This is an optimization exercise on Yosys and OpenROAD, whose aim is small area and a short achievable clock period, not a production implementation.
Only simulation tests tie the RTL to the original design; equivalence was not proved.

===== design/flow/config.mk =====
export PLATFORM = sky130hd
export DESIGN_NAME = OE_Sort
export DESIGN_NICKNAME = OE_Sort
export VERILOG_FILES = /design/flow/design.v
export SDC_FILE = /design/flow/constraint.sdc
export NUM_CORES = 4
export LEC_CHECK = 0
export ABC_AREA = 1
export CAP_MARGIN = 20
export CORE_MARGIN = 2
export CORE_UTILIZATION = 40
export SLEW_MARGIN = 20

===== design/flow/design.v =====
module Compare_and_Swap #(
    parameter BIT_WIDTH = 8
    )
(
    input  [BIT_WIDTH-1:0] a,
    input  [BIT_WIDTH-1:0] b,
    output [BIT_WIDTH-1:0] big,
    output [BIT_WIDTH-1:0] sme
 );
wire [7:0] g0 = b & ~a;
wire [7:0] l0 = a & ~b;
wire [3:0] g1, l1;
wire [1:0] g2, l2;
genvar k;
generate
  for (k = 0; k < 4; k = k + 1) begin : t1
    assign g1[k] = g0[2*k+1] | (~l0[2*k+1] & g0[2*k]);
    assign l1[k] = l0[2*k+1] | (~g0[2*k+1] & l0[2*k]);
  end
  for (k = 0; k < 2; k = k + 1) begin : t2
    assign g2[k] = g1[2*k+1] | (~l1[2*k+1] & g1[2*k]);
    assign l2[k] = l1[2*k+1] | (~g1[2*k+1] & l1[2*k]);
  end
endgenerate
wire a_lt_b = g2[1] | (~l2[1] & g2[0]);
assign big = a_lt_b ? b : a;
assign sme = a_lt_b ? a : b;
endmodule
module OE_Sort #(
    parameter BIT_WIDTH = 8,
    parameter N = 16
    )
(
    input clk,
    input rst,
    input in_valid,
    input [BIT_WIDTH*N-1:0] list,
    output out_valid,
    output [BIT_WIDTH*N-1:0] sorted_list
    );
reg [3:0] valid_pipe;
always @(posedge clk)
    if (rst) valid_pipe <= 4'b0;
    else valid_pipe <= {valid_pipe[2:0], in_valid};
assign out_valid = valid_pipe[3];
wire [7:0] l1_0, l1_13;
Compare_and_Swap #(.BIT_WIDTH(8)) cs_1_0_13 (.a(list[7:0]), .b(list[111:104]), .big(l1_0), .sme(l1_13));
wire [7:0] l1_1, l1_12;
Compare_and_Swap #(.BIT_WIDTH(8)) cs_1_1_12 (.a(list[15:8]), .b(list[103:96]), .big(l1_1), .sme(l1_12));
wire [7:0] l1_2, l1_15;
Compare_and_Swap #(.BIT_WIDTH(8)) cs_1_2_15 (.a(list[23:16]), .b(list[127:120]), .big(l1_2), .sme(l1_15));
wire [7:0] l1_3, l1_14;
Compare_and_Swap #(.BIT_WIDTH(8)) cs_1_3_14 (.a(list[31:24]), .b(list[119:112]), .big(l1_3), .sme(l1_14));
wire [7:0] l1_4, l1_8;
Compare_and_Swap #(.BIT_WIDTH(8)) cs_1_4_8 (.a(list[39:32]), .b(list[71:64]), .big(l1_4), .sme(l1_8));
wire [7:0] l1_5, l1_6;
Compare_and_Swap #(.BIT_WIDTH(8)) cs_1_5_6 (.a(list[47:40]), .b(list[55:48]), .big(l1_5), .sme(l1_6));
wire [7:0] l1_7, l1_11;
Compare_and_Swap #(.BIT_WIDTH(8)) cs_1_7_11 (.a(list[63:56]), .b(list[95:88]), .big(l1_7), .sme(l1_11));
wire [7:0] l1_9, l1_10;
Compare_and_Swap #(.BIT_WIDTH(8)) cs_1_9_10 (.a(list[79:72]), .b(list[87:80]), .big(l1_9), .sme(l1_10));
wire [7:0] l2_0, l2_5;
Compare_and_Swap #(.BIT_WIDTH(8)) cs_2_0_5 (.a(l1_0), .b(l1_5), .big(l2_0), .sme(l2_5));
wire [7:0] l2_1, l2_7;
Compare_and_Swap #(.BIT_WIDTH(8)) cs_2_1_7 (.a(l1_1), .b(l1_7), .big(l2_1), .sme(l2_7));
wire [7:0] l2_2, l2_9;
Compare_and_Swap #(.BIT_WIDTH(8)) cs_2_2_9 (.a(l1_2), .b(l1_9), .big(l2_2), .sme(l2_9));
wire [7:0] l2_3, l2_4;
Compare_and_Swap #(.BIT_WIDTH(8)) cs_2_3_4 (.a(l1_3), .b(l1_4), .big(l2_3), .sme(l2_4));
wire [7:0] l2_6, l2_13;
Compare_and_Swap #(.BIT_WIDTH(8)) cs_2_6_13 (.a(l1_6), .b(l1_13), .big(l2_6), .sme(l2_13));
wire [7:0] l2_8, l2_14;
Compare_and_Swap #(.BIT_WIDTH(8)) cs_2_8_14 (.a(l1_8), .b(l1_14), .big(l2_8), .sme(l2_14));
wire [7:0] l2_10, l2_15;
Compare_and_Swap #(.BIT_WIDTH(8)) cs_2_10_15 (.a(l1_10), .b(l1_15), .big(l2_10), .sme(l2_15));
wire [7:0] l2_11, l2_12;
Compare_and_Swap #(.BIT_WIDTH(8)) cs_2_11_12 (.a(l1_11), .b(l1_12), .big(l2_11), .sme(l2_12));
reg [7:0] r2_0;
always @(posedge clk) r2_0 <= l2_0;
reg [7:0] r2_1;
always @(posedge clk) r2_1 <= l2_1;
reg [7:0] r2_2;
always @(posedge clk) r2_2 <= l2_2;
reg [7:0] r2_3;
always @(posedge clk) r2_3 <= l2_3;
reg [7:0] r2_4;
always @(posedge clk) r2_4 <= l2_4;
reg [7:0] r2_5;
always @(posedge clk) r2_5 <= l2_5;
reg [7:0] r2_6;
always @(posedge clk) r2_6 <= l2_6;
reg [7:0] r2_7;
always @(posedge clk) r2_7 <= l2_7;
reg [7:0] r2_8;
always @(posedge clk) r2_8 <= l2_8;
reg [7:0] r2_9;
always @(posedge clk) r2_9 <= l2_9;
reg [7:0] r2_10;
always @(posedge clk) r2_10 <= l2_10;
reg [7:0] r2_11;
always @(posedge clk) r2_11 <= l2_11;
reg [7:0] r2_12;
always @(posedge clk) r2_12 <= l2_12;
reg [7:0] r2_13;
always @(posedge clk) r2_13 <= l2_13;
reg [7:0] r2_14;
always @(posedge clk) r2_14 <= l2_14;
reg [7:0] r2_15;
always @(posedge clk) r2_15 <= l2_15;
wire [7:0] l3_0, l3_1;
Compare_and_Swap #(.BIT_WIDTH(8)) cs_3_0_1 (.a(r2_0), .b(r2_1), .big(l3_0), .sme(l3_1));
wire [7:0] l3_2, l3_3;
Compare_and_Swap #(.BIT_WIDTH(8)) cs_3_2_3 (.a(r2_2), .b(r2_3), .big(l3_2), .sme(l3_3));
wire [7:0] l3_4, l3_5;
Compare_and_Swap #(.BIT_WIDTH(8)) cs_3_4_5 (.a(r2_4), .b(r2_5), .big(l3_4), .sme(l3_5));
wire [7:0] l3_6, l3_8;
Compare_and_Swap #(.BIT_WIDTH(8)) cs_3_6_8 (.a(r2_6), .b(r2_8), .big(l3_6), .sme(l3_8));
wire [7:0] l3_7, l3_9;
Compare_and_Swap #(.BIT_WIDTH(8)) cs_3_7_9 (.a(r2_7), .b(r2_9), .big(l3_7), .sme(l3_9));
wire [7:0] l3_10, l3_11;
Compare_and_Swap #(.BIT_WIDTH(8)) cs_3_10_11 (.a(r2_10), .b(r2_11), .big(l3_10), .sme(l3_11));
wire [7:0] l3_12, l3_13;
Compare_and_Swap #(.BIT_WIDTH(8)) cs_3_12_13 (.a(r2_12), .b(r2_13), .big(l3_12), .sme(l3_13));
wire [7:0] l3_14, l3_15;
Compare_and_Swap #(.BIT_WIDTH(8)) cs_3_14_15 (.a(r2_14), .b(r2_15), .big(l3_14), .sme(l3_15));
wire [7:0] l4_0, l4_2;
Compare_and_Swap #(.BIT_WIDTH(8)) cs_4_0_2 (.a(l3_0), .b(l3_2), .big(l4_0), .sme(l4_2));
wire [7:0] l4_1, l4_3;
Compare_and_Swap #(.BIT_WIDTH(8)) cs_4_1_3 (.a(l3_1), .b(l3_3), .big(l4_1), .sme(l4_3));
wire [7:0] l4_4, l4_10;
Compare_and_Swap #(.BIT_WIDTH(8)) cs_4_4_10 (.a(l3_4), .b(l3_10), .big(l4_4), .sme(l4_10));
wire [7:0] l4_5, l4_11;
Compare_and_Swap #(.BIT_WIDTH(8)) cs_4_5_11 (.a(l3_5), .b(l3_11), .big(l4_5), .sme(l4_11));
wire [7:0] l4_6, l4_7;
Compare_and_Swap #(.BIT_WIDTH(8)) cs_4_6_7 (.a(l3_6), .b(l3_7), .big(l4_6), .sme(l4_7));
wire [7:0] l4_8, l4_9;
Compare_and_Swap #(.BIT_WIDTH(8)) cs_4_8_9 (.a(l3_8), .b(l3_9), .big(l4_8), .sme(l4_9));
wire [7:0] l4_12, l4_14;
Compare_and_Swap #(.BIT_WIDTH(8)) cs_4_12_14 (.a(l3_12), .b(l3_14), .big(l4_12), .sme(l4_14));
wire [7:0] l4_13, l4_15;
Compare_and_Swap #(.BIT_WIDTH(8)) cs_4_13_15 (.a(l3_13), .b(l3_15), .big(l4_13), .sme(l4_15));
reg [7:0] r4_0;
always @(posedge clk) r4_0 <= l4_0;
reg [7:0] r4_1;
always @(posedge clk) r4_1 <= l4_1;
reg [7:0] r4_2;
always @(posedge clk) r4_2 <= l4_2;
reg [7:0] r4_3;
always @(posedge clk) r4_3 <= l4_3;
reg [7:0] r4_4;
always @(posedge clk) r4_4 <= l4_4;
reg [7:0] r4_5;
always @(posedge clk) r4_5 <= l4_5;
reg [7:0] r4_6;
always @(posedge clk) r4_6 <= l4_6;
reg [7:0] r4_7;
always @(posedge clk) r4_7 <= l4_7;
reg [7:0] r4_8;
always @(posedge clk) r4_8 <= l4_8;
reg [7:0] r4_9;
always @(posedge clk) r4_9 <= l4_9;
reg [7:0] r4_10;
always @(posedge clk) r4_10 <= l4_10;
reg [7:0] r4_11;
always @(posedge clk) r4_11 <= l4_11;
reg [7:0] r4_12;
always @(posedge clk) r4_12 <= l4_12;
reg [7:0] r4_13;
always @(posedge clk) r4_13 <= l4_13;
reg [7:0] r4_14;
always @(posedge clk) r4_14 <= l4_14;
reg [7:0] r4_15;
always @(posedge clk) r4_15 <= l4_15;
wire [7:0] l5_1, l5_2;
Compare_and_Swap #(.BIT_WIDTH(8)) cs_5_1_2 (.a(r4_1), .b(r4_2), .big(l5_1), .sme(l5_2));
wire [7:0] l5_3, l5_12;
Compare_and_Swap #(.BIT_WIDTH(8)) cs_5_3_12 (.a(r4_3), .b(r4_12), .big(l5_3), .sme(l5_12));
wire [7:0] l5_4, l5_6;
Compare_and_Swap #(.BIT_WIDTH(8)) cs_5_4_6 (.a(r4_4), .b(r4_6), .big(l5_4), .sme(l5_6));
wire [7:0] l5_5, l5_7;
Compare_and_Swap #(.BIT_WIDTH(8)) cs_5_5_7 (.a(r4_5), .b(r4_7), .big(l5_5), .sme(l5_7));
wire [7:0] l5_8, l5_10;
Compare_and_Swap #(.BIT_WIDTH(8)) cs_5_8_10 (.a(r4_8), .b(r4_10), .big(l5_8), .sme(l5_10));
wire [7:0] l5_9, l5_11;
Compare_and_Swap #(.BIT_WIDTH(8)) cs_5_9_11 (.a(r4_9), .b(r4_11), .big(l5_9), .sme(l5_11));
wire [7:0] l5_13, l5_14;
Compare_and_Swap #(.BIT_WIDTH(8)) cs_5_13_14 (.a(r4_13), .b(r4_14), .big(l5_13), .sme(l5_14));
wire [7:0] l6_1, l6_4;
Compare_and_Swap #(.BIT_WIDTH(8)) cs_6_1_4 (.a(l5_1), .b(l5_4), .big(l6_1), .sme(l6_4));
wire [7:0] l6_2, l6_6;
Compare_and_Swap #(.BIT_WIDTH(8)) cs_6_2_6 (.a(l5_2), .b(l5_6), .big(l6_2), .sme(l6_6));
wire [7:0] l6_5, l6_8;
Compare_and_Swap #(.BIT_WIDTH(8)) cs_6_5_8 (.a(l5_5), .b(l5_8), .big(l6_5), .sme(l6_8));
wire [7:0] l6_7, l6_10;
Compare_and_Swap #(.BIT_WIDTH(8)) cs_6_7_10 (.a(l5_7), .b(l5_10), .big(l6_7), .sme(l6_10));
wire [7:0] l6_9, l6_13;
Compare_and_Swap #(.BIT_WIDTH(8)) cs_6_9_13 (.a(l5_9), .b(l5_13), .big(l6_9), .sme(l6_13));
wire [7:0] l6_11, l6_14;
Compare_and_Swap #(.BIT_WIDTH(8)) cs_6_11_14 (.a(l5_11), .b(l5_14), .big(l6_11), .sme(l6_14));
reg [7:0] r6_0;
always @(posedge clk) r6_0 <= r4_0;
reg [7:0] r6_1;
always @(posedge clk) r6_1 <= l6_1;
reg [7:0] r6_2;
always @(posedge clk) r6_2 <= l6_2;
reg [7:0] r6_3;
always @(posedge clk) r6_3 <= l5_3;
reg [7:0] r6_4;
always @(posedge clk) r6_4 <= l6_4;
reg [7:0] r6_5;
always @(posedge clk) r6_5 <= l6_5;
reg [7:0] r6_6;
always @(posedge clk) r6_6 <= l6_6;
reg [7:0] r6_7;
always @(posedge clk) r6_7 <= l6_7;
reg [7:0] r6_8;
always @(posedge clk) r6_8 <= l6_8;
reg [7:0] r6_9;
always @(posedge clk) r6_9 <= l6_9;
reg [7:0] r6_10;
always @(posedge clk) r6_10 <= l6_10;
reg [7:0] r6_11;
always @(posedge clk) r6_11 <= l6_11;
reg [7:0] r6_12;
always @(posedge clk) r6_12 <= l5_12;
reg [7:0] r6_13;
always @(posedge clk) r6_13 <= l6_13;
reg [7:0] r6_14;
always @(posedge clk) r6_14 <= l6_14;
reg [7:0] r6_15;
always @(posedge clk) r6_15 <= r4_15;
wire [7:0] l7_2, l7_4;
Compare_and_Swap #(.BIT_WIDTH(8)) cs_7_2_4 (.a(r6_2), .b(r6_4), .big(l7_2), .sme(l7_4));
wire [7:0] l7_3, l7_6;
Compare_and_Swap #(.BIT_WIDTH(8)) cs_7_3_6 (.a(r6_3), .b(r6_6), .big(l7_3), .sme(l7_6));
wire [7:0] l7_9, l7_12;
Compare_and_Swap #(.BIT_WIDTH(8)) cs_7_9_12 (.a(r6_9), .b(r6_12), .big(l7_9), .sme(l7_12));
wire [7:0] l7_11, l7_13;
Compare_and_Swap #(.BIT_WIDTH(8)) cs_7_11_13 (.a(r6_11), .b(r6_13), .big(l7_11), .sme(l7_13));
wire [7:0] l8_3, l8_5;
Compare_and_Swap #(.BIT_WIDTH(8)) cs_8_3_5 (.a(l7_3), .b(r6_5), .big(l8_3), .sme(l8_5));
wire [7:0] l8_6, l8_8;
Compare_and_Swap #(.BIT_WIDTH(8)) cs_8_6_8 (.a(l7_6), .b(r6_8), .big(l8_6), .sme(l8_8));
wire [7:0] l8_7, l8_9;
Compare_and_Swap #(.BIT_WIDTH(8)) cs_8_7_9 (.a(r6_7), .b(l7_9), .big(l8_7), .sme(l8_9));
wire [7:0] l8_10, l8_12;
Compare_and_Swap #(.BIT_WIDTH(8)) cs_8_10_12 (.a(r6_10), .b(l7_12), .big(l8_10), .sme(l8_12));
reg [7:0] r8_0;
always @(posedge clk) r8_0 <= r6_0;
reg [7:0] r8_1;
always @(posedge clk) r8_1 <= r6_1;
reg [7:0] r8_2;
always @(posedge clk) r8_2 <= l7_2;
reg [7:0] r8_3;
always @(posedge clk) r8_3 <= l8_3;
reg [7:0] r8_4;
always @(posedge clk) r8_4 <= l7_4;
reg [7:0] r8_5;
always @(posedge clk) r8_5 <= l8_5;
reg [7:0] r8_6;
always @(posedge clk) r8_6 <= l8_6;
reg [7:0] r8_7;
always @(posedge clk) r8_7 <= l8_7;
reg [7:0] r8_8;
always @(posedge clk) r8_8 <= l8_8;
reg [7:0] r8_9;
always @(posedge clk) r8_9 <= l8_9;
reg [7:0] r8_10;
always @(posedge clk) r8_10 <= l8_10;
reg [7:0] r8_11;
always @(posedge clk) r8_11 <= l7_11;
reg [7:0] r8_12;
always @(posedge clk) r8_12 <= l8_12;
reg [7:0] r8_13;
always @(posedge clk) r8_13 <= l7_13;
reg [7:0] r8_14;
always @(posedge clk) r8_14 <= r6_14;
reg [7:0] r8_15;
always @(posedge clk) r8_15 <= r6_15;
wire [7:0] l9_3, l9_4;
Compare_and_Swap #(.BIT_WIDTH(8)) cs_9_3_4 (.a(r8_3), .b(r8_4), .big(l9_3), .sme(l9_4));
wire [7:0] l9_5, l9_6;
Compare_and_Swap #(.BIT_WIDTH(8)) cs_9_5_6 (.a(r8_5), .b(r8_6), .big(l9_5), .sme(l9_6));
wire [7:0] l9_7, l9_8;
Compare_and_Swap #(.BIT_WIDTH(8)) cs_9_7_8 (.a(r8_7), .b(r8_8), .big(l9_7), .sme(l9_8));
wire [7:0] l9_9, l9_10;
Compare_and_Swap #(.BIT_WIDTH(8)) cs_9_9_10 (.a(r8_9), .b(r8_10), .big(l9_9), .sme(l9_10));
wire [7:0] l9_11, l9_12;
Compare_and_Swap #(.BIT_WIDTH(8)) cs_9_11_12 (.a(r8_11), .b(r8_12), .big(l9_11), .sme(l9_12));
wire [7:0] l10_6, l10_7;
Compare_and_Swap #(.BIT_WIDTH(8)) cs_10_6_7 (.a(l9_6), .b(l9_7), .big(l10_6), .sme(l10_7));
wire [7:0] l10_8, l10_9;
Compare_and_Swap #(.BIT_WIDTH(8)) cs_10_8_9 (.a(l9_8), .b(l9_9), .big(l10_8), .sme(l10_9));
assign sorted_list[7:0] = r8_0;
assign sorted_list[15:8] = r8_1;
assign sorted_list[23:16] = r8_2;
assign sorted_list[31:24] = l9_3;
assign sorted_list[39:32] = l9_4;
assign sorted_list[47:40] = l9_5;
assign sorted_list[55:48] = l10_6;
assign sorted_list[63:56] = l10_7;
assign sorted_list[71:64] = l10_8;
assign sorted_list[79:72] = l10_9;
assign sorted_list[87:80] = l9_10;
assign sorted_list[95:88] = l9_11;
assign sorted_list[103:96] = l9_12;
assign sorted_list[111:104] = r8_13;
assign sorted_list[119:112] = r8_14;
assign sorted_list[127:120] = r8_15;
endmodule

===== design/flow/run.sh =====
#!/bin/bash
# synth_recipe.tcl (not shown) runs the flow's synth.tcl, then flattens the netlist and writes it again
# the make line also repeats each setting of config.mk as NAME=value (left out here)
make -C /OpenROAD-flow-scripts/flow DESIGN_CONFIG=/design/flow/config.mk WORK_HOME=/design/flow/orfs CLKGATE_MAP_FILE= SYNTH_SCRIPT=/design/flow/synth_recipe.tcl finish

===== design/flow/constraint.sdc =====
create_clock -name core_clock -period 2.5 [get_ports {clk}]
set_input_delay 0.5000 -clock core_clock [delete_from_list [all_inputs] [get_ports {clk}]]
set_output_delay 0.5000 -clock core_clock [all_outputs]
set_load 0.01 [all_outputs]

==> flow_summary.ini <==
[floorplan]
initial_core_util = 0.405
placement_rows = 107
floorplan.die_area_um2 = 89000
io-pin-count = 260
floorplan.die.width_um = 298
fp.dieH_um = 298
core_region_area_um2 = 85500

[cells_and_area]
regArea_um2 = 10500
multiInputGateArea_um2 = 21600
num_antenna_cells = 0
area_growth_pct = 37.8
fillers = 8391
final_nets = 7215
utilization = 0.558
drive_above_1_share = 0.227

[yosys]
netlist_area_um2 = 34600
postSynthRegisterBits = 516
yosys.cell_count.top_type = nand2_1
synth_cell_type_count = 37
yosys_most_used_dff = dfxtp_1
synth.top_cells.by_count = 2818 x nand2_1, 913 x nand3_1, 798 x inv_1
synth_nets = 6261
area_share_of_the_largest_cell_type_after_synthesis = 0.305
ys.warnings.count = 1
synth_enable_flop_cells = 0
synth_top_cell_by_area = nand2_1
synth_async_reset_ratio = 0
synth_seq_area_share = 0.298
avgSynthCellArea_um2 = 5.65
post_synth_main_area_contributors = nand2_1 31%, dfxtp_1 30%, nand3_1 13%, inv_1 8.6%, o21ai_0 2.8%
postSynthCellCount = 6130

[placed_design]
finalWeightedCongestion = 0.968
detailed_place_hpwl_mm = 88.5
placement.io_buffers = 259

[worst_setup_path]
critical_path_class = flop to output pin
register_to_register_path_depth = 17
critPathRequiredTime_ns = 2.00
timing.critical_path.to_type = output pin
crit_fanout = 8
worstPathArrival_ns = 2.88
critical_path_start_type = flop

[timing]
final.min_clock_period_ns = 3.38
report.final.setup_viol = 77
rsz0062_at_grt = true
finalCritPeriodShare = 1.35
timing.max_slew.rel_slack = 0.535
finalClockSkew_ns = 0.0249
hold_viol_final = 0
tightestPinTransition_ns = 0.695
max_slew_violation_total_from_the_final_report = 0
postLayoutSetupSlackWorst_ns = -0.878
achievable-frequency_ghz = 0.296

[detailed_routing]
postRouteWirelength_mm = 112
dr.pass1.iters = 6
highest_layer = met4
avgRoutedWirePerCell_um = 13.5
routed-via-count = 39600
drt_drc_violations_left = 0
met2_wirelength_mm = 54.0
post_drt_via_cell_ratio = 4.79
route.met3.wl_mm = 4.07
first_iter_violations = 2677
drt-met1-wl_mm = 49.5
final_antenna_net_count = 0

[flow_run]
max_cap_viol = 0

[clocking]
max-clock-path-buffers = 3
clock_sinks = 516
cts_buffers = 53
clock-root-buffer = clkbuf_16
path_clk_slew_ns = 0.06
count_of_h_tree_levels_built_during_cts = 2
cts_tree = built
insertion_delay_to_the_later_sink_of_the_worst_skew_pair_ns = 0.61

[global_routing]
grt_first_pass_wirelength_mm = 176
grt_use_total = 0.238
largest_net_degree_at_the_start_of_global_routing = 26
grt_pass1_vias = 35700
antenna_found_initial = 0
grt_remaining_overflow = 0

[hold_path]
worstHoldPathType = flop to flop
timing.hold.worst_path_depth = 0

[status]
so_faults = negative setup slack
status = finished with violations
placed cells by master (no fill, tap or decap), types with 48 or more instances in the layout:
master,instances
a21oi_1,68
buf_2,67
buf_4,754
buf_6,63
clkbuf_16,57
clkdlybuf4s50_1,154
dfxtp_1,432
dfxtp_2,76
inv_1,767
inv_2,53
nand2_1,2644
nand2_2,189
nand2_4,65
nand3_1,888
nand4_1,48
nor2_1,175
o21ai_0,129
o21ai_1,100
logic make-up after synthesis:
logic type | after synthesis | share of synthesized area
simple gates | 4110 | 0.498
buf+inv | 1045 | 0.130
flops | 516 | 0.298
compound gates | 456 | 0.0729
mux | 3 | 0.000867
worst paths after layout:
path,startpoint,end,slack [ns]
min reg2reg,r6_15[4],r8_15[4],0.32
max reg2reg,r2_6[7],r4_9[4],0.14
min,r6_15[4],r8_15[4],0.32
max,r8_7[7],sorted_list[48],-0.88
per-stage QoR:
step	cells	hold slack, ns	area [µm²]	setup TNS (ns)	worst slack (ns)
global route	8273	0.331	47800	-46.14	-1.06
global placement	8053	0.311	43100	-74.82	-0.553
finish	8273	0.325	47800	-35.05	-0.878
floorplan	6130	0.310	34600	0	0.0237
CTS	8211	0.326	45600	-31.94	-0.817
detailed placement	8053	0.312	43100	-79.42	-0.621
per-layer routing:
layer  GRT usage  vias to the layer above
met2       0.426                      864
met5           0                        -
met4      0.0803                        0
met3      0.0211                      189
met1       0.298                    17600
li1            -                    21000
worst max-delay path, stage by stage (launching register included):
cell and delay [ns]:
dfxtp_2 0.33, inv_2 0.06, nand2_2 0.06, nand2_2 0.08, nand2_4 0.07, a21oi_4 0.22
nand2_8 0.12, buf_8 0.17, nand3_4 0.07, nand4_1 0.22, nand2_4 0.16, buf_4 0.12
o21a_4 0.14, buf_12 0.12, nand2_8 0.08, nand2_2 0.07, nand2_1 0.04, buf_2 0.13
layout make-up:
| class | instances | area share |
|---|---|---|
| Multi-Input combinational cell | 4582 | 0.452 |
| Sequential cell | 516 | 0.219 |
| Timing Repair Buffer | 1108 | 0.197 |
| Inverter | 823 | 0.0649 |
| Clock buffer | 73 | 0.0306 |
| Tap cell | 1144 | 0.0300 |
| Clock inverter | 27 | 0.00644 |
what timing repair did:
| action | CTS | global route |
|---|---|---|
| gates cloned | 11 | 15 |
| hold endpoints to repair | 0 | 0 |
| pin swaps | 52 | 119 |
| hold buffers | 0 | 0 |
| endpoints found under the setup margin | 86 | 494 |
| resized for setup | 569 | 498 |
| buffers inserted | 48 | 55 |

[what the ideal ports hide]
The results above use ideal ports. As a check the final layout listed here was re-extracted and re-timed, cells and wires unchanged. Step 1, drivers: a clkbuf_16 drives clk and a buf_2 each remaining input, both assumed. Step 2 times the ports against the registers' clock, not the clock port: input delays grow and output delays shrink by t, the midpoint of the rising clock arrivals with the driver on. a / b / c = ideal ports / drivers / drivers and shift; a / b = the first two.
t (ns): 0.667
setup WS [ns]: -0.878 / -0.945 / -0.509
hold WS [ns]: 0.325 / 0.325 / 0.325
worst setup path at the end: input to register
slew at the worst register clock pin (ns): 0.07 / 0.07
For this run, drivers alone change the setup slack by -0.067 ns; drivers and shift together by +0.369 ns.
